From an optimization exercise on the open Yosys and OpenROAD flow, aimed at small area; shortcuts taken in it are not production practice.
In this exercise RTL edits were held to simulation tests only and were not proved equivalent to the original.
The clock input has no modelled driver; a real chip could not lean on it and would need a root buffer or a full tree.
Power figures rest on the tool's default switching activity, not on a simulated workload.

Design counter_peripheral, start of the top module:
module counter_peripheral (
    input  logic        clk,
    input  logic        rst_n,
    input  logic        awvalid,
    output logic        awready,
    input  logic [31:0] awaddr,
    input  logic        wvalid,
    output logic        wready,
    input  logic [31:0] wdata,
    input  logic [3:0]  wstrb,
    output logic        bvalid,
    input  logic        bready,
    output logic [1:0]  bresp,
    input  logic        arvalid,
    output logic        arready,
    input  logic [31:0] araddr,
    output logic        rvalid,
    input  logic        rready,
    output logic [31:0] rdata,
    output logic [1:0]  rresp
);
    logic [31:1] ctrl_hi;      
    logic        ctrl0;        
    logic        ctrl_v;       
    logic [31:0] init_val;
    logic        init_v;       
    logic [31:0] count;
    logic        count_v;      
    logic        ctrl_prev;    
    logic        wait_st;
    logic        wa_ctrl, wa_init;    
    logic        rerr;
    wire aw_hi0 = (awaddr[31:4] == 28'd0) && (awaddr[1:0] == 2'd0);
    wire aw_c   = aw_hi0 && (awaddr[3:2] == 2'b00);
    wire aw_i   = aw_hi0 && (awaddr[3:2] == 2'b10);
    wire ar_hi0 = (araddr[31:4] == 28'd0) && (araddr[1:0] == 2'd0);
    wire ar_c   = ar_hi0 && (araddr[3:2] == 2'b00);
    wire ar_n   = ar_hi0 && (araddr[3:2] == 2'b01);
  ...
clock: 4.0 ns
lec_check: 0
cap_margin: 20
core_margin: 2
core_utilization: 60
slew_margin: 20
standard.sh (not shown) runs the stock make flow with config.mk's settings and CLKGATE_MAP_FILE= SYNTH_SCRIPT=/design/flow/synth_recipe.tcl, a recipe that flattens the netlist after the stock synthesis.
==> flow/flow/run.sh <==
#!/bin/bash
# The standard layout with changes that only affect area:
#  - after the standard synthesis, its combinational cells are re-mapped by ABC
#    with an area-oriented script (registers are left exactly as synthesized);
#  - ports are buffered with the smallest buffer, buf_1;
#  - the clock tree is a small balanced two-level tree (flow/manual_cts.tcl):
#    clock port -> one root buffer -> a few leaf buffers -> the flip-flops.
set -euo pipefail
HERE=$(pwd)
RES=$HERE/orfs/results/$FLOW_PLATFORM/counter_peripheral/base
export BUFFER_PORTS_ARGS="-buffer_cell sky130_fd_sc_hd__buf_1"
export PRE_CTS_TCL=$HERE/flow/pre_cts.tcl
export MCTS_DIR=$HERE/flow
export MCTS_CLOCK_PORT=clk
export MCTS_LEAF=sky130_fd_sc_hd__buf_12
export MCTS_ROOT=sky130_fd_sc_hd__buf_8
export MCTS_MAX_SINKS=24

bash standard.sh synth > standard_synth.log 2>&1

# Re-map the logic of the standard netlist.
cp $RES/1_2_yosys.v $HERE/standard_netlist.v
printf 'set_driving_cell sky130_fd_sc_hd__buf_1\nset_load 5\n' > $HERE/abc.constr
YOSYS=$FLOW_HOME/../tools/install/yosys/bin/yosys
[[ -x $YOSYS ]] || YOSYS=yosys
LIB=$FLOW_HOME/platforms/$FLOW_PLATFORM/lib/sky130_fd_sc_hd__tt_025C_1v80.lib \
NETLIST_IN=$HERE/standard_netlist.v NETLIST_OUT=$HERE/remapped_netlist.v \
ABC_SCRIPT=$HERE/flow/area.abc ABC_CONSTR=$HERE/abc.constr \
  $YOSYS -c $HERE/flow/remap.ys > remap_yosys.log 2>&1
cp $HERE/remapped_netlist.v $RES/1_2_yosys.v
rm -f $RES/1_synth.odb $RES/1_synth.sdc

bash standard.sh > standard_flow.log 2>&1
==> flow/flow/area.abc <==
strash
ifraig
scorr
dc2
strash
&get -n
&dch -f
&nf -R 1000
&put
stime -c
Other scripts of this flow, unchanged in this note and not shown: flow/flow/manual_cts.tcl, flow/flow/pre_cts.tcl, flow/flow/remap.ys
Change:
==> flow/flow/area.abc (replaced) <==
strash
ifraig
scorr
dc2
strash
&get -n
&dc2
&dch -f
&nf -R 1000
&put
stime -c
- CORE_UTILIZATION: 60 -> 75
- GPL_ROUTABILITY_DRIVEN: unset -> 0
What happened:
- The new run completed with no timing, DRC or antenna violations
- worst hold slack improved by 0.0050 ns
- power falls by 0.62%
- sequential power stays flat
- global-route usage came out higher by 7.2 points
- via count rose by 3.2%
Change:
- CORE_UTILIZATION: 75 -> 80
- GPL_ROUTABILITY_DRIVEN: 0 -> unset
After rerunning: The changed run died in 5_1_grt on GRT-0232; synthesized cell count stays the same; synthesized area is unchanged.
In the first and second runs of this note the design's own scripts or RTL, not TritonCTS, make the clock network.

-- what the ideal ports hide --
The results above use ideal ports. As a check the final layouts listed here were re-extracted and re-timed, cells and wires unchanged. Step 1 sets driving cells, clkbuf_16 on the clock port and buf_2 on the other inputs (assumed; they add their load-dependent delay and slew). Step 2 times the ports against the registers' clock, not the clock port: input delays grow and output delays shrink by t, the midpoint of the rising clock arrivals with the driver on. a / b / c = ideal / step 1 / step 2; a / b = the first two.
run | t, ns | setup slack, ns | worst hold slack (ns)
the first run | 0.367 | 0.386 / 0.386 / 0.386 | 0.462 / 0.462 / 0.462
the second run | 0.359 | 0.244 / 0.244 / 0.244 | 0.467 / 0.467 / 0.467
After both steps setup and hold are still met in every run listed.
